This is an optimization exercise on Yosys and OpenROAD, whose aim is small area, not a production implementation.
In this exercise RTL edits were held to simulation tests only and were not proved equivalent to the original.
Power and IR drop assume default switching activity.

### flow/flow/cutregs.py
import re, sys
# cutregs.py IN OUT TOP: registers become ports (Q an input, D/DE outputs) named after them
TOP = sys.argv[3]
src = open(sys.argv[1]).read()
CELL = re.compile(r'^(\s*)(sky130_fd_sc_hd__\w+)\s+(\\\S+|\S+)\s*\((.*?)\);\n', re.S | re.M)
PIN = re.compile(r'\.(\w+)\(([^()]*)\)')
ports = []; assigns = []
def repl(m):
    t = m.group(2)
    if not re.match(r'sky130_fd_sc_hd__(dfxtp|edfxtp|dfrtp|dfstp|dfxbp|sdf)', t):
        return m.group(0)
    name = re.sub(r'[^A-Za-z0-9_]', '_', m.group(3).lstrip('\\'))
    pins = {k: v.strip() for k, v in PIN.findall(m.group(4))}
    for k, v in pins.items():
        if k == 'CLK': continue
        pn = f'ff_{name}_{k}'
        if k in ('Q', 'Q_N'):
            ports.append(f'  input {pn};\n'); assigns.append(f'  assign {v} = {pn};\n' if k=='Q' else f'  assign {v} = ~{pn};\n')
        else:
            ports.append(f'  output {pn};\n'); assigns.append(f'  assign {pn} = {v} ;\n')
    return ''
body = CELL.sub(repl, src)
# add ports to header
m = re.search(r'module\s+' + TOP + r'\s*\((.*?)\);', body, re.S)
names = [re.search(r'(input|output) (\w+);', p).group(2) for p in ports]
hdr = 'module ' + TOP + '(' + m.group(1) + ', ' + ', '.join(names) + ');'
body = body[:m.start()] + hdr + ''.join(ports) + body[m.end():]
i = body.rfind('endmodule')
body = body[:i] + ''.join(assigns) + body[i:]
open(sys.argv[2], 'w').write(body)
### flow/standard.sh
#!/bin/bash
# synth_recipe.tcl (not shown) runs the flow's synth.tcl, then flattens the netlist and writes it again
# the make line also repeats each setting of config.mk as NAME=value (left out here)
make -C /OpenROAD-flow-scripts/flow DESIGN_CONFIG=/design/flow/config.mk WORK_HOME=/design/flow/orfs CLKGATE_MAP_FILE= SYNTH_SCRIPT=/design/flow/synth_recipe.tcl "${@:-finish}"
### flow/flow/reopt_amap2.abc
strash
&get -n
&deepsyn -S 2 -T 120
&put
dch -f
amap
topo
### flow/flow/reopt_amap5.abc
strash
&get -n
&deepsyn -S 5 -T 120
&put
dch -f
amap
topo
### flow/flow/ceq.ys
# combinational equivalence of the standard and re-mapped netlists, with the
# registers cut out (cutregs.py) and paired by instance name
read_liberty -ignore_miss_func @LIB@
read_verilog @GOLD@
rename @TOP@ gold
read_verilog @GATE@
rename @TOP@ gate
flatten gold gate
opt_clean
miter -equiv -flatten -make_outputs gold gate miter
hierarchy -top miter
sat -prove trigger 0 -verify miter
### flow/flow/run.sh
#!/bin/bash
# Own layout flow.
#  1. the standard synthesis (standard.sh synth), unchanged.
#  2. The combinational logic between the standard synthesis's registers is
#     re-mapped for area: faflip.py feeds full adders whose inputs are mostly
#     inverted the uninverted signals (inverting their outputs instead), then
#     ABC (reopt.ys with each flow/reopt_*.abc script) rebuilds the gates between registers, full
#     adders and tie cells, which are kept as they are (instance names and
#     cell types).  Each candidate must pass a combinational equivalence check
#     (cutregs.py, ceq.ys); the smallest is used, else the standard netlist.
#  3. The standard ORFS layout from floorplan to finish on that netlist, with
#     every port still buffered (by buf_1), the constant outputs sharing the
#     synthesis's one tie cell, and a clock tree of clkbuf_4 without dummy
#     loads.
# Each tool's output goes to a log_*.log file in the work folder.
set -euo pipefail
W=$(pwd)
R=$W/orfs/results/$FLOW_PLATFORM/health_monitor/base
YOSYS=${YOSYS_EXE:-$FLOW_HOME/../tools/install/yosys/bin/yosys}
[[ -x $YOSYS ]] || YOSYS=$(command -v yosys)
LIB=$FLOW_HOME/platforms/$FLOW_PLATFORM/lib/sky130_fd_sc_hd__tt_025C_1v80.lib

bash standard.sh synth > $W/log_1_standard_synth.log 2>&1
cp $R/1_2_yosys.v $W/synth_standard.v

python3 $W/flow/faflip.py $W/synth_standard.v $W/synth_faflip.v > $W/log_2a_faflip.log 2>&1
# cells kept as they are: registers, full adders and tie cells
# cells the platform marks don't-use (probe and lpflow cells) stay out of the mapping
DONTUSE=$(grep -oE 'cell *\("?sky130_fd_sc_hd__(probe|lpflow)[a-z0-9_]*' $LIB | grep -oE 'sky130_fd_sc_hd__[a-z0-9_]*' | sort -u | sed 's/^/-dont_use /' | tr '\n' ' ')
KEEP=$(grep -oE 'sky130_fd_sc_hd__(df|edf|sdf|dl|conb|fa_)[a-z0-9_]*' $W/synth_faflip.v | sort -u | tr '\n' ' ')
# each ABC script in flow/reopt_*.abc gives a candidate netlist; the smallest
# one that passes the equivalence check is used
python3 $W/flow/cutregs.py $W/synth_standard.v $W/ceq_gold.v $FLOW_TOP
reopt() {
  local v=$1
  sed -e "s#@LIB@#$LIB#g" -e "s#@KEEP@#$KEEP#g" -e "s#@DONTUSE@#$DONTUSE#g" -e "s#@IN@#$W/synth_faflip.v#g" \
      -e "s#@OUT@#$W/synth_reopt_$v.v#g" -e "s#@ABC@#$W/flow/reopt_$v.abc#g" \
      -e "s#@TOP@#$FLOW_TOP#g" $W/flow/reopt.ys > $W/reopt_$v.ys
  $YOSYS -s $W/reopt_$v.ys > $W/log_2b_reopt_$v.log 2>&1 || return 0
  python3 $W/flow/cutregs.py $W/synth_reopt_$v.v $W/ceq_gate_$v.v $FLOW_TOP
  sed -e "s#@LIB@#$LIB#g" -e "s#@GOLD@#$W/ceq_gold.v#g" -e "s#@GATE@#$W/ceq_gate_$v.v#g" \
      -e "s#@TOP@#$FLOW_TOP#g" $W/flow/ceq.ys > $W/ceq_$v.ys
  if $YOSYS -s $W/ceq_$v.ys > $W/log_2c_ceq_$v.log 2>&1; then
    grep -i 'chip area' $W/log_2b_reopt_$v.log | tail -1 | awk -v f=$W/synth_reopt_$v.v '{print $NF, f}' > $W/cand_$v.txt
  fi
}
VARIANTS=$(cd $W/flow && ls reopt_*.abc | sed 's/^reopt_//; s/\.abc$//')
for v in $VARIANTS; do reopt $v & done
wait
USE=$W/synth_standard.v
if ls $W/cand_*.txt > /dev/null 2>&1; then
  USE=$(cat $W/cand_*.txt | sort -g | head -1 | awk '{print $2}')
fi
echo "netlist used: $USE" > $W/log_2d_netlist.log
cp $USE $R/1_2_yosys.v

bash standard.sh \
  "BUFFER_PORTS_ARGS=-buffer_cell sky130_fd_sc_hd__buf_1" \
  "SKIP_REPAIR_TIE_FANOUT=1" \
  "CTS_ARGS=-sink_clustering_enable -repair_clock_nets -dont_use_dummy_load -buf_list sky130_fd_sc_hd__clkbuf_4 -sink_clustering_size 30 -sink_clustering_max_diameter 100" \
  finish > $W/log_3_layout.log 2>&1
### flow/constraint.sdc
create_clock -name core_clock -period 20.0 [get_ports {clk}]
set_input_delay 4.0000 -clock core_clock [delete_from_list [all_inputs] [get_ports {clk}]]
set_output_delay 4.0000 -clock core_clock [all_outputs]
set_load 0.01 [all_outputs]
### flow/config.mk
export PLATFORM = sky130hd
export DESIGN_NAME = health_monitor
export DESIGN_NICKNAME = health_monitor
export VERILOG_FILES = /design/flow/design.v
export SDC_FILE = /design/flow/constraint.sdc
export NUM_CORES = 4
export LEC_CHECK = 0
export CAP_MARGIN = 0
export CORE_MARGIN = 2
export CORE_UTILIZATION = 65
export SLEW_MARGIN = 0
### flow/flow/faflip.py
#!/usr/bin/env python3
# faflip.py IN OUT: rewrites full adders whose inputs mostly come from inverters.
# fa(~a,~b,~c) = ~fa(a,b,c) for both SUM and COUT, so such an adder is fed the
# uninverted signals and its outputs are inverted instead.  Later logic
# optimisation (ABC) absorbs or cancels the inverters.  Function is unchanged.
import re, sys
src = open(sys.argv[1]).read()
CELL = re.compile(r'^(\s*)(sky130_fd_sc_hd__\w+)\s+(\\\S+|\S+)\s*\((.*?)\);\n', re.S | re.M)
PIN = re.compile(r'\.(\w+)\(([^()]*)\)')
cells = []
for m in CELL.finditer(src):
    pins = {k: v.strip() for k, v in PIN.findall(m.group(4))}
    cells.append([m.group(2), m.group(3), pins, m.span()])
def inv_src():
    d = {}
    for t, n, p, _ in cells:
        if re.match(r'sky130_fd_sc_hd__(inv|clkinv)_\d+$', t):
            d[p['Y']] = p['A']
    return d
new_cells = []
new_wires = []
k = 0
changed = True
passes = 0
while changed and passes < 10:
    changed = False; passes += 1
    inv = inv_src()
    for c in cells:
        t, n, p, _ = c
        if not t.startswith('sky130_fd_sc_hd__fa_'):
            continue
        ninv = sum(1 for x in ('A', 'B', 'CIN') if p[x] in inv)
        if ninv < 2:
            continue
        for x in ('A', 'B', 'CIN'):
            if p[x] in inv:
                p[x] = inv[p[x]]
            else:
                k += 1; w = f'_faflip_{k}_'; new_wires.append(w)
                cells.append(['sky130_fd_sc_hd__inv_1', f'_faflipi_{k}_', {'A': p[x], 'Y': w}, None])
                p[x] = w
        for o in ('SUM', 'COUT'):
            if p.get(o):
                k += 1; w = f'_faflip_{k}_'; new_wires.append(w)
                cells.append(['sky130_fd_sc_hd__inv_1', f'_faflipi_{k}_', {'A': w, 'Y': p[o]}, None])
                p[o] = w
        changed = True
        inv = inv_src()
# rebuild: drop old cell text, append all cells before endmodule
out = []
last = 0
for t, n, p, span in cells:
    if span:
        out.append(src[last:span[0]]); last = span[1]
body = ''.join(out) + src[last:]
decl = ''.join(f'  wire {w};\n' for w in new_wires)
cells_txt = ''.join(f'  {t} {n} (' + ', '.join(f'.{a}({b} )' for a, b in p.items()) + ');\n' for t, n, p, _ in cells)
i = body.rfind('endmodule')
body = body[:i] + decl + cells_txt + body[i:]
open(sys.argv[2], 'w').write(body)
print(f'faflip: {passes} passes, {k} inverters added')
### flow/design.v
module avg_4(
    input  logic [7:0] count1, count2, count3, count4,
    output logic [7:0] pulseavg
    );
    logic [7:0] x1, k1;              
    logic [8:0] u, v, w, x2, k2;     
    logic [9:0] p, g, cc, sum;
    always_comb begin
        x1 = count1 ^ count2 ^ count3;
        k1 = (count1 & count2) | (count1 & count3) | (count2 & count3);
        u = {1'b0, x1};
        v = {1'b0, count4};
        w = {k1, 1'b0};
        x2 = u ^ v ^ w;
        k2 = (u & v) | (u & w) | (v & w);
        p = {1'b0, x2};
        g = {k2, 1'b0};
        cc[0] = 1'b0;
        for (int i = 0; i < 9; i++)
            cc[i+1] = (p[i] & g[i]) | (p[i] & cc[i]) | (g[i] & cc[i]);
        sum = p ^ g ^ cc;
    end
    assign pulseavg = sum[9:2];
endmodule
module counter_bcd(input logic clk, rst, count0,
                   output logic carry);
   logic [2:0] s;
   always_ff @(posedge clk)
     if (rst) s <= '0;
     else s <= {s[1], s[0], ~(s[2] | s[1])};
   assign carry = count0 & s[2] & ~s[1];
endmodule
module debounce(input logic clk, pb, output logic pb_debounced);
   logic       pb_q1, pb_q2;
   logic [4:0] count;           
   always_ff @(posedge clk) begin
      pb_q1 <= pb;
      pb_q2 <= pb_q1;
      if (count[4]) pb_debounced <= pb_q2;
      if (pb_q1 ^ pb_q2) count <= '0;
      else if (!count[4]) count <= count + 5'd1;
   end
endmodule
module pd_counter (input logic clk, clr, enb,
                   output logic [7:0] q);
   always_ff @(posedge clk)
     if (clr) q <= '0;
     else if (enb && (q != 8'hff)) q <= q + 8'd1;
endmodule
module pd_to_bpm(input logic [7:0] a, output logic [9:0] y);
  logic n19, n20, n21, n22, n23, n24, n25, n26, n27, n28;
  logic n29, n30, n32, n33, n34, n35, n36, n37, n39, n40;
  logic n41, n42, n43, n44, n45, n46, n47, n48, n49, n50;
  logic n51, n52, n53, n54, n55, n56, n58, n59, n61, n62;
  logic n63, n64, n65, n66, n67, n68, n69, n70, n71, n72;
  logic n73, n74, n75, n76, n77, n78, n79, n80, n81, n82;
  logic n83, n84, n85, n86, n87, n88, n89, n90, n91, n92;
  logic n93, n94, n95, n96, n97, n98, n99, n100, n101, n102;
  logic n103, n104, n105, n106, n107, n108, n109, n111, n112, n114;
  logic n115, n116, n117, n118, n119, n120, n121, n122, n123, n124;
  logic n125, n126, n127, n128, n129, n130, n131, n132, n133, n134;
  logic n135, n136, n137, n138, n139, n140, n141, n142, n143, n144;
  logic n145, n146, n147, n148, n149, n150, n151, n152, n153, n154;
  logic n155, n156, n157, n158, n159, n160, n161, n162, n163, n164;
  logic n165, n166, n167, n168, n169, n170, n171, n172, n173, n174;
  logic n175, n176, n177, n178, n179, n180, n181, n182, n183, n184;
  logic n186, n187, n188, n189, n190, n191, n192, n193, n194, n195;
  logic n196, n197, n198, n199, n200, n201, n202, n203, n204, n205;
  logic n206, n207, n208, n209, n210, n211, n212, n213, n214, n215;
  logic n216, n217, n218, n219, n220, n221, n222, n223, n225, n227;
  logic n228, n229, n230, n231, n232, n233, n234, n235, n236, n237;
  logic n238, n239, n240, n241, n242, n243, n244, n245, n246, n247;
  logic n248, n249, n250, n251, n252, n253, n254, n255, n256, n257;
  logic n258, n259, n260, n261, n262, n263, n264, n265, n266, n267;
  logic n268, n269, n270, n271, n272, n273, n274, n275, n276, n277;
  logic n278, n279, n280, n281, n282, n283, n284, n285;
  assign n19 = ~a[3] & ~a[2];
  assign n20 = a[4] & n19;
  assign n21 = a[4] & a[3];
  assign n22 = a[0] & n21;
  assign n23 = ~n20 & ~n22;
  assign n24 = a[3] & ~a[2];
  assign n25 = ~a[1] & ~n24;
  assign n26 = ~n23 & ~n25;
  assign n27 = ~a[5] & ~n26;
  assign n28 = ~a[5] & ~a[2];
  assign n29 = ~n27 & ~n28;
  assign n30 = ~a[7] & ~a[6];
  assign y[9] = ~n29 & n30;
  assign n32 = ~a[1] & ~a[0];
  assign n33 = a[3] & a[2];
  assign n34 = a[4] & n33;
  assign n35 = ~n32 & n34;
  assign n36 = a[5] & n35;
  assign n37 = n30 & ~n36;
  assign y[8] = n29 & n37;
  assign n39 = n29 & n35;
  assign n40 = ~a[4] & ~n33;
  assign n41 = ~n39 & ~n40;
  assign n42 = ~a[2] & ~a[1];
  assign n43 = ~a[4] & ~a[3];
  assign n44 = ~n42 & ~n43;
  assign n45 = ~a[6] & ~a[5];
  assign n46 = ~a[6] & ~n42;
  assign n47 = ~n45 & ~n46;
  assign n48 = ~n44 & ~n47;
  assign n49 = ~a[6] & n40;
  assign n50 = a[3] & n49;
  assign n51 = a[6] & a[5];
  assign n52 = a[6] & ~n40;
  assign n53 = ~n51 & ~n52;
  assign n54 = ~n50 & n53;
  assign n55 = ~n48 & n54;
  assign n56 = ~a[7] & n55;
  assign y[7] = ~n41 & n56;
  assign n58 = ~n21 & n45;
  assign n59 = ~a[7] & ~n55;
  assign y[6] = n58 | n59;
  assign n61 = a[5] & ~a[4];
  assign n62 = a[6] & n19;
  assign n63 = ~a[6] & a[2];
  assign n64 = ~a[3] & a[1];
  assign n65 = n63 & ~n64;
  assign n66 = ~n62 & ~n65;
  assign n67 = a[2] & a[0];
  assign n68 = ~a[3] & ~n67;
  assign n69 = ~a[2] & a[1];
  assign n70 = a[2] & ~a[1];
  assign n71 = ~n69 & ~n70;
  assign n72 = n68 & ~n71;
  assign n73 = n66 & ~n72;
  assign n74 = n61 & ~n73;
  assign n75 = ~a[7] & a[6];
  assign n76 = a[5] & n75;
  assign n77 = n21 & ~n42;
  assign n78 = n76 & ~n77;
  assign n79 = ~n74 & n78;
  assign n80 = a[1] & a[0];
  assign n81 = ~a[5] & a[3];
  assign n82 = n80 & ~n81;
  assign n83 = a[2] & ~n43;
  assign n84 = ~n82 & n83;
  assign n85 = a[6] & ~n19;
  assign n86 = ~a[5] & ~n85;
  assign n87 = ~n84 & ~n86;
  assign n88 = ~a[7] & ~n34;
  assign n89 = ~n22 & n88;
  assign n90 = ~n87 & n89;
  assign n91 = ~n79 & ~n90;
  assign n92 = a[5] & a[4];
  assign n93 = a[3] & ~a[0];
  assign n94 = ~a[1] & ~n93;
  assign n95 = ~n92 & ~n94;
  assign n96 = ~a[2] & n80;
  assign n97 = ~n95 & ~n96;
  assign n98 = a[3] & a[1];
  assign n99 = n30 & ~n98;
  assign n100 = ~n97 & n99;
  assign n101 = n91 & ~n100;
  assign n102 = a[5] & n20;
  assign n103 = n101 & n102;
  assign n104 = n21 & n69;
  assign n105 = ~n52 & ~n104;
  assign n106 = ~a[5] & ~n105;
  assign n107 = a[7] & ~n58;
  assign n108 = ~n74 & ~n107;
  assign n109 = ~n106 & n108;
  assign y[5] = n103 | ~n109;
  assign n111 = ~n39 & ~n107;
  assign n112 = n53 & ~n111;
  assign y[4] = ~n101 | n112;
  assign n114 = ~n19 & n32;
  assign n115 = ~n83 & n114;
  assign n116 = ~a[3] & n32;
  assign n117 = ~a[4] & ~n116;
  assign n118 = a[3] & ~a[1];
  assign n119 = a[2] & ~n118;
  assign n120 = n117 & ~n119;
  assign n121 = ~a[3] & ~n42;
  assign n122 = a[4] & n121;
  assign n123 = n75 & ~n122;
  assign n124 = ~n120 & n123;
  assign n125 = ~n29 & n124;
  assign n126 = n21 & ~n70;
  assign n127 = y[9] & ~n126;
  assign n128 = ~n125 & ~n127;
  assign n129 = ~n115 & ~n128;
  assign n130 = a[3] & ~n46;
  assign n131 = ~a[1] & n34;
  assign n132 = ~n32 & n88;
  assign n133 = ~n131 & ~n132;
  assign n134 = ~n130 & ~n133;
  assign n135 = a[7] & a[6];
  assign n136 = ~n30 & ~n135;
  assign n137 = ~n20 & n136;
  assign n138 = ~n117 & n137;
  assign n139 = ~n134 & ~n138;
  assign n140 = a[7] & ~n69;
  assign n141 = ~n80 & ~n140;
  assign n142 = n77 & ~n141;
  assign n143 = ~a[7] & ~a[0];
  assign n144 = ~a[4] & ~a[2];
  assign n145 = n143 & n144;
  assign n146 = a[5] & ~n145;
  assign n147 = ~n142 & ~n146;
  assign n148 = n139 & ~n147;
  assign n149 = ~a[1] & a[0];
  assign n150 = ~n21 & n149;
  assign n151 = ~n32 & ~n80;
  assign n152 = a[2] & ~n151;
  assign n153 = a[4] & ~n94;
  assign n154 = ~n152 & n153;
  assign n155 = ~n150 & ~n154;
  assign n156 = n51 & n98;
  assign n157 = n155 & n156;
  assign n158 = ~a[5] & ~n98;
  assign n159 = ~n152 & ~n158;
  assign n160 = n49 & ~n159;
  assign n161 = ~n157 & ~n160;
  assign n162 = ~n148 & n161;
  assign n163 = ~n129 & n162;
  assign n164 = a[5] & a[2];
  assign n165 = ~a[0] & ~n28;
  assign n166 = ~n164 & ~n165;
  assign n167 = y[7] & ~n166;
  assign n168 = ~a[5] & ~n21;
  assign n169 = a[7] & ~n92;
  assign n170 = ~n168 & n169;
  assign n171 = a[4] & ~n91;
  assign n172 = ~a[7] & n80;
  assign n173 = ~n21 & n172;
  assign n174 = ~a[6] & ~n173;
  assign n175 = ~n68 & n76;
  assign n176 = ~n34 & ~n40;
  assign n177 = ~n175 & ~n176;
  assign n178 = ~n174 & ~n177;
  assign n179 = a[2] & n61;
  assign n180 = n64 & n179;
  assign n181 = ~n178 & ~n180;
  assign n182 = ~n171 & ~n181;
  assign n183 = ~n170 & ~n182;
  assign n184 = ~n167 & n183;
  assign y[3] = n163 & ~n184;
  assign n186 = ~n42 & n76;
  assign n187 = ~n40 & n51;
  assign n188 = ~n186 & ~n187;
  assign n189 = ~n21 & ~n32;
  assign n190 = a[2] & n189;
  assign n191 = ~a[2] & ~n189;
  assign n192 = ~n190 & ~n191;
  assign n193 = ~y[5] & n192;
  assign n194 = ~n188 & ~n193;
  assign n195 = ~n119 & n142;
  assign n196 = ~a[4] & n70;
  assign n197 = ~n150 & ~n196;
  assign n198 = ~a[7] & ~n197;
  assign n199 = ~a[0] & n126;
  assign n200 = ~a[6] & ~n199;
  assign n201 = ~n19 & ~n33;
  assign n202 = n140 & n201;
  assign n203 = a[1] & n145;
  assign n204 = ~n202 & ~n203;
  assign n205 = n200 & n204;
  assign n206 = ~n198 & n205;
  assign n207 = ~n195 & n206;
  assign n208 = ~n194 & ~n207;
  assign n209 = ~n118 & ~n149;
  assign n210 = y[7] & ~n209;
  assign n211 = n27 & ~n210;
  assign n212 = n184 & n211;
  assign n213 = ~y[3] & ~n212;
  assign n214 = n208 & n213;
  assign n215 = a[3] & n213;
  assign n216 = a[7] & ~n32;
  assign n217 = a[5] & ~n216;
  assign n218 = ~a[7] & ~n149;
  assign n219 = a[4] & n216;
  assign n220 = ~n218 & ~n219;
  assign n221 = ~n217 & n220;
  assign n222 = ~n208 & n221;
  assign n223 = ~n215 & n222;
  assign y[1] = n214 | n223;
  assign n225 = n100 & y[1];
  assign y[2] = ~n163 | n225;
  assign n227 = ~a[3] & n42;
  assign n228 = n208 & ~n227;
  assign n229 = n177 & n221;
  assign n230 = ~n228 & n229;
  assign n231 = a[1] & ~n135;
  assign n232 = ~n143 & ~n231;
  assign n233 = ~n177 & n232;
  assign n234 = ~a[0] & n62;
  assign n235 = n19 & n172;
  assign n236 = ~n234 & ~n235;
  assign n237 = ~n233 & n236;
  assign n238 = ~n230 & n237;
  assign n239 = n61 & ~n238;
  assign n240 = n67 & n134;
  assign n241 = a[7] & a[0];
  assign n242 = ~a[4] & ~n93;
  assign n243 = ~n241 & n242;
  assign n244 = a[6] & ~n243;
  assign n245 = n155 & n244;
  assign n246 = a[7] & ~n64;
  assign n247 = ~n245 & ~n246;
  assign n248 = ~n240 & n247;
  assign n249 = ~a[5] & ~n248;
  assign n250 = ~n58 & ~n249;
  assign n251 = ~a[4] & ~a[1];
  assign n252 = n24 & ~n251;
  assign n253 = ~a[6] & ~n196;
  assign n254 = ~n252 & n253;
  assign n255 = a[6] & n201;
  assign n256 = ~n254 & ~n255;
  assign n257 = a[4] & ~a[0];
  assign n258 = ~n69 & ~n257;
  assign n259 = n68 & n258;
  assign n260 = a[7] & ~n259;
  assign n261 = ~n256 & n260;
  assign n262 = ~n213 & n261;
  assign n263 = ~n250 & ~n262;
  assign n264 = ~n66 & n121;
  assign n265 = ~a[7] & n24;
  assign n266 = ~n79 & ~n265;
  assign n267 = a[1] & ~n266;
  assign n268 = ~n264 & ~n267;
  assign n269 = ~a[0] & ~n268;
  assign n270 = n33 & ~n80;
  assign n271 = ~n139 & n270;
  assign n272 = ~n32 & ~n62;
  assign n273 = ~n136 & ~n272;
  assign n274 = ~a[3] & ~n149;
  assign n275 = n75 & ~n274;
  assign n276 = n118 & ~n241;
  assign n277 = ~n63 & ~n276;
  assign n278 = ~n275 & n277;
  assign n279 = ~n273 & n278;
  assign n280 = a[6] & n118;
  assign n281 = n92 & ~n280;
  assign n282 = ~n279 & n281;
  assign n283 = ~n271 & n282;
  assign n284 = ~n269 & ~n283;
  assign n285 = ~n263 & n284;
  assign y[0] = n239 | ~n285;
endmodule
module pulse_fsm(
    input  logic        clk,
    input  logic [11:0] din,
    output logic        pulse
    );
    logic din_gt_hi, din_gt_lo;
    assign din_gt_hi = (din > 12'd2100);
    assign din_gt_lo = (din > 12'd2000);
    always_ff @(posedge clk)
        if (pulse) pulse <= din_gt_lo;
        else pulse <= din_gt_hi;
endmodule
module reg_enb (input logic clk, enb,
                input  logic [7:0] d,
                output logic [7:0] c1, c2, c3, c4);
   always_ff @(posedge clk)
     if (enb) begin
        c1 <= d;
        c2 <= c1;
        c3 <= c2;
        c4 <= c3;
     end
endmodule
module sevenseg_hex (input logic [3:0] a,
                     output logic [6:0] segs_n );
   logic [6:0] segs;
   always_comb
     case (a)
       4'h0 : segs = 7'b111_1110;
       4'h1 : segs = 7'b011_0000;
       4'h2 : segs = 7'b110_1101;
       4'h3 : segs = 7'b111_1001;
       4'h4 : segs = 7'b011_0011;
       4'h5 : segs = 7'b101_1011;
       4'h6 : segs = 7'b101_1111;
       4'h7 : segs = 7'b111_0000;
       4'h8 : segs = 7'b111_1111;
       4'h9 : segs = 7'b111_0011;
       4'ha : segs = 7'b111_0111;
       4'hb : segs = 7'b001_1111;
       4'hc : segs = 7'b000_1101;
       4'hd : segs = 7'b011_1101;
       4'he : segs = 7'b100_1111;
       default : segs = 7'b100_0111;
     endcase
   assign segs_n = ~segs;
endmodule
module sevenseg_control( input logic clk, rst,
                         input  logic [9:0] bcd,    
                         output logic [2:0] count,
                         output logic [7:0] anode_n,
                         output logic [6:0] segs_n,
                         output logic dp_n );
   logic [3:0] dsel;
   always_ff @(posedge clk)
     if (rst) count <= '0;
     else count <= count + 3'd1;
   assign dp_n = 1'b1;
   assign anode_n = {5'b11111, count != 3'd2, count != 3'd1, count != 3'd0};
   always_comb
     case (count)
       3'd0: dsel = bcd[3:0];
       3'd1: dsel = bcd[7:4];
       3'd2: dsel = {2'b00, bcd[9:8]};
       default: dsel = 4'd0;
     endcase
   sevenseg_hex U_SEVENSEG(.a(dsel), .segs_n);
endmodule
module single_pulser(input logic clk, din, output logic d_pulse);
   logic dq1, dq2;
   always_ff @(posedge clk) begin
      dq1 <= din;
      dq2 <= dq1;
   end
   assign d_pulse = dq1 & ~dq2;
endmodule
module thermometer_decode(
    input  logic [3:0]  d,
    output logic [15:0] y
    );
    always_comb begin
        for (int i = 0; i < 16; i++)
            y[i] = (d >= i);
        y[3] = (d >= 4);
    end
endmodule
module pulse_monitor (
    input  logic       clk, rst, pulse_in, count0,
    output logic [9:0] bcd
);
   logic [7:0] count, count1, count2, count3, count4, pulseavg;
   logic       pulse_db, pulse_sp, cy, clr;
   debounce U_PDB(.clk, .pb(pulse_in), .pb_debounced(pulse_db));
   single_pulser U_PULSE (.clk, .din(pulse_db), .d_pulse(pulse_sp));
   counter_bcd U_PRESCALE(.clk, .rst, .count0, .carry(cy));
   assign clr = rst | pulse_sp;
   pd_counter U_COUNT (.clk, .clr, .enb(cy), .q(count));
   reg_enb U_HIST (.clk, .enb(clr), .d(count), .c1(count1), .c2(count2),
                   .c3(count3), .c4(count4));
   avg_4 U_AVERAGE(.count1, .count2, .count3, .count4, .pulseavg);
   pd_to_bpm U_PD_TO_BPM (.a(pulseavg), .y(bcd));
endmodule
module health_monitor(
    input  logic        clk,
    input  logic        rst,
    input  logic [11:0] adc_data,    
    output logic [15:0] led,         
    output logic        pulse,       
    output logic [6:0]  segs_n,
    output logic [7:0]  anode_n,
    output logic        dp_n
    );
    logic [9:0] bcd;                 
    logic [2:0] count;               
    logic       pre_a, pre_b;        
    thermometer_decode U_THERM(.d(adc_data[11:8]), .y(led));
    pulse_fsm U_PFSM(.clk, .din(adc_data), .pulse);
    pulse_monitor U_PULSEMONITOR(.clk, .rst, .pulse_in(pulse), .count0(count[0]),
                                 .bcd);
    sevenseg_control U_SSC(.clk, .rst, .bcd, .count, .anode_n, .segs_n, .dp_n);
endmodule
### flow/flow/reopt_amap.abc
strash
&get -n
&deepsyn -T 120
&put
dch -f
amap
topo
### flow/flow/reopt.ys
read_liberty -ignore_miss_func @LIB@
setattr -mod -set blackbox 1 @KEEP@
read_verilog @IN@
hierarchy -top @TOP@
flatten
opt_clean -purge
abc -liberty @LIB@ -dont_use sky130_fd_sc_hd__clkinv_1 -dont_use sky130_fd_sc_hd__clkbuf_1 @DONTUSE@ -script @ABC@
opt_clean -purge
splitnets
opt_clean -purge
# nets named after the flattened cells' pins get plain names
rename -hide w:_*.*
stat -liberty @LIB@
write_verilog -noattr -noexpr -nohex -nodec @OUT@
### flow/flow/reopt_amap3.abc
strash
&get -n
&deepsyn -S 3 -T 120
&put
dch -f
amap
topo
### flow/flow/reopt_map.abc
strash
&get -n
&deepsyn -T 120
&put
dch
map -a
topo
==> results.txt <==
-- per-layer routing --
| layer | vias up | track usage, % | wire length (um) |
|---|---|---|---|
| li1 | 1365 | - | - |
| met1 | 1347 | 37.5 | 2900 |
| met2 | 233 | 50.4 | 3870 |
| met3 | 50 | 11.8 | 893 |
| met4 | 0 | 12.1 | 313 |
| met5 | - | 0 | 0 |
-- cells in the final DEF (no fill, tap or decap), types with 4 or more instances in the layout --
master,instances
sky130_fd_sc_hd__or3_1,4
sky130_fd_sc_hd__o21ai_0,19
sky130_fd_sc_hd__o21a_1,4
sky130_fd_sc_hd__o22ai_1,5
sky130_fd_sc_hd__dfxtp_1,24
sky130_fd_sc_hd__a31oi_1,8
sky130_fd_sc_hd__a211oi_1,7
sky130_fd_sc_hd__nand2_1,22
sky130_fd_sc_hd__edfxtp_1,33
sky130_fd_sc_hd__buf_1,39
sky130_fd_sc_hd__clkbuf_4,9
sky130_fd_sc_hd__nor3_1,17
sky130_fd_sc_hd__a21oi_1,20
sky130_fd_sc_hd__nor2_1,91
sky130_fd_sc_hd__fa_1,22
sky130_fd_sc_hd__inv_1,35
-- state kept, by name, indices dropped and copies added, names as in the netlist --
signal,count
U_PFSM.pulse,1
U_PULSEMONITOR.U_COUNT.q,8
U_PULSEMONITOR.U_HIST.c1,8
U_PULSEMONITOR.U_HIST.c2,8
U_PULSEMONITOR.U_HIST.c3,8
U_PULSEMONITOR.U_HIST.c4,8
U_PULSEMONITOR.U_PDB.count,5
U_PULSEMONITOR.U_PDB.pb_debounced,1
U_PULSEMONITOR.U_PDB.pb_q1,1
U_PULSEMONITOR.U_PDB.pb_q2,1
U_PULSEMONITOR.U_PRESCALE.s,3
U_PULSEMONITOR.U_PULSE.dq1,1
U_PULSEMONITOR.U_PULSE.dq2,1
U_SSC.count,3
-- worst paths after layout --
| kind | cells after the start | from | slack [ps] | endpoint |
|---|---|---|---|---|
| setup / recovery | 32 | U_PULSEMONITOR.U_HIST.c1[1] | 6880 | segs_n[6] |
| hold / removal | 0 | U_PULSEMONITOR.U_PDB.pb_debounced | 350 | U_PULSEMONITOR.U_PULSE.dq1 |
| setup reg to reg | 11 | U_SSC.count[0] | 17810 | U_PULSEMONITOR.U_COUNT.q[7] |
| hold reg to reg | 0 | U_PULSEMONITOR.U_PDB.pb_debounced | 350 | U_PULSEMONITOR.U_PULSE.dq1 |
-- where the power goes --
group / switching [mW] / internal (mW) / leakage, nW
clock network: 0.0331 / 0.0208 / 0.0414
logic: 0.255 / 0.120 / 0.766
registers: 0.00320 / 0.129 / 0.539
-- worst max-delay path: cells and delay by family (launching register included) --
kind	cells	cell delay (ps)
simple gates	13	2230
fa+ha+maj	9	4170
flops	1	420
buf+inv	3	640
compound gates	7	1280
-- final cells by class --
| cell class | count | area share [%] |
|---|---|---|
| Inverter | 35 | 3.67 |
| Timing Repair Buffer | 40 | 4.30 |
| Sequential cell | 57 | 41.1 |
| Tap cell | 67 | 2.34 |
| Multi-Input combinational cell | 264 | 46.7 |
| Clock buffer | 9 | 1.89 |
-- metrics by stage --
stage | utilization [%] | instance area [sq um] | cells | setup slack (ps) | total power, mW
floorplan | - | 3290 | 360 | 7980 | 0.395
global route | 74.8 | 3580 | 472 | 6250 | 0.597
detailed placement | 73.4 | 3510 | 463 | 7470 | 0.488
finish | 74.8 | 3580 | 472 | 6880 | 0.561
CTS | 74.8 | 3580 | 472 | 7040 | 0.542
global placement | 73.4 | 3510 | 463 | 7790 | 0.480
==> results.txt <==
----------------------------------------------------
[Synth]
  Syn_area_per_cell ... 9.13 sq um
  Net count after synthesis ... 396
  Synth warnings ... 10
  Cell area after synthesis ... approximately 3300 sq um
  Number of instances in the synthesized netlist ... 360

[Finish]
  Layout cell share with drive strength beyond 1 ... 2.47%
  Final-stage net count ... ~440
  Area added between synthesis and finish ... 8.83%
  Number of antenna diodes ... 0
  Area occupied by registers ... about 1500 sq um
  Multi-input logic area ... approximately 1700 sq um
  Fillers ... 359

[Floorplanning]
  Area of the core ... roughly 4800 sq um
  Row Count ... 25
  Die outline width ... ~75 um
  Area of the die ... 5640 sq um
  Die boundary height ... around 75 um
  Starting density of the core ... between 60% and 70%
  IO Pins ... 47

[Status]
  Outcome ... finished clean

[Place]
  HPWL Detailed ... just under 6 mm
  IO Port Bufs ... 39
  Weighted congestion reported at the end of routability-driven placement ... 1.03

[Routing]
  Overall routed net length ... around 8 mm
  Via count of the routed design ... 2,995
  Number of routed nets with antenna violations ... 0
  Number of search-and-repair iterations in the first detailed-routing pass ... 7
  Ratio of routed vias to standard cells ... between 6 and 7
  Routed length per instance ... between 15 and 20 um
  Initial DRC count ... between 600 and 700
  Remaining routing DRC violations ... 0

[Clock network]
  Clock slew at reported path FFs ... about 90 ps
  Sink Count ... 57
  Post-cts hold buffer count ... 0
  # Post-CTS Setup Buffers ... 0
  Maximum number of buffers from clock root to sink ... 2
  Root Buffer Master ... sky130_fd_sc_hd__clkbuf_4
  Number of buffers created by CTS ... 9
  Count of cells resized by post-cts repair ... 0
  Clk Latency, worst-skew pair ... between 300 and 400 ps
  Clock tree from TritonCTS ... built
  H-tree lvl count ... 3

[Global routing]
  Antenna violations before repair ... 0
  Overall overflow remaining after global route ... 0
  First-pass GRT wire length ... 12.8 mm
  Pin count of the biggest net entering global routing ... 30
  Number of global-route vias before repair ... 2,794
  All-Layer GR Usage ... around 31%

[Setup path]
  Critical path's largest stage delay ... ~760 ps
  Most prevalent standard cell on the critical path ... sky130_fd_sc_hd__fa_1
  Category of the worst setup path launch point ... flop
  Maximum fanout along the worst path ... 12
  Req. time, crit path ... roughly 16,000 ps
  Type of element capturing the critical path ... output port
  Critical Path Slowest Stage Cell ... sky130_fd_sc_hd__fa_1
  Data arrival time of the worst path ... just over 9000 ps
  Setup Crit Path Kind ... reg -> out

[STA]
  Worst rel slew slack ... between 50% and 60%
  Final Slew Violations ... 0
  Setup total negative slack ... 0 ps
  # setup viols final ... 0
  Worst Clk Skew ... ~34 ps
  Post-route worst hold slack ... approximately 350 ps
  Final-report hold violation count ... 0
  Top achievable clock speed ... between 70 and 80 MHz
  Clock period minus worst slack ... between 10,000 and 15,000 ps
  Period utilisation layout ... 65.6%
  Slew at the pin with the worst max-slew slack ... ~600 ps
  Unrepaired setup endpoints after global routing ... no

[Pwr]
  Power per standard cell area ... approximately 160 nW/um^2
  Leakage component of the power ... ~1.3 nW
  Largest vdd supply drop ... between 0.07 and 0.08 mV

[Min path]
  Worst hold-check path type ... reg -> reg

[Flow run]
  # Max-Cap Violations ... 0

----------------------------------------------------

==> afterwards: timing with drivers on the ports <==
The flow's constraints put no driver on any port. The routed layout listed below was extracted and timed again, unchanged, in two steps. Step 1, drivers: a clkbuf_16 drives clk and a buf_2 each remaining input, both assumed. Step 2 also shifts input and output timing later by t, the mid clock arrival at the registers, as if the neighbouring blocks saw the same clock. a / b / c = no drivers / after step 1 / after step 2; a / b = the first two.
shift t [ns]: 0.402
slack for setup (ns): 6.877 / 6.851 / 7.253
slew at the worst register clock pin (ns): 0.09 / 0.09
pins driven straight from the clock port: 1
After both steps setup and hold are still met in this run. The setup slack of this run moves by -0.026 ns with the drivers and by +0.376 ns with both steps.
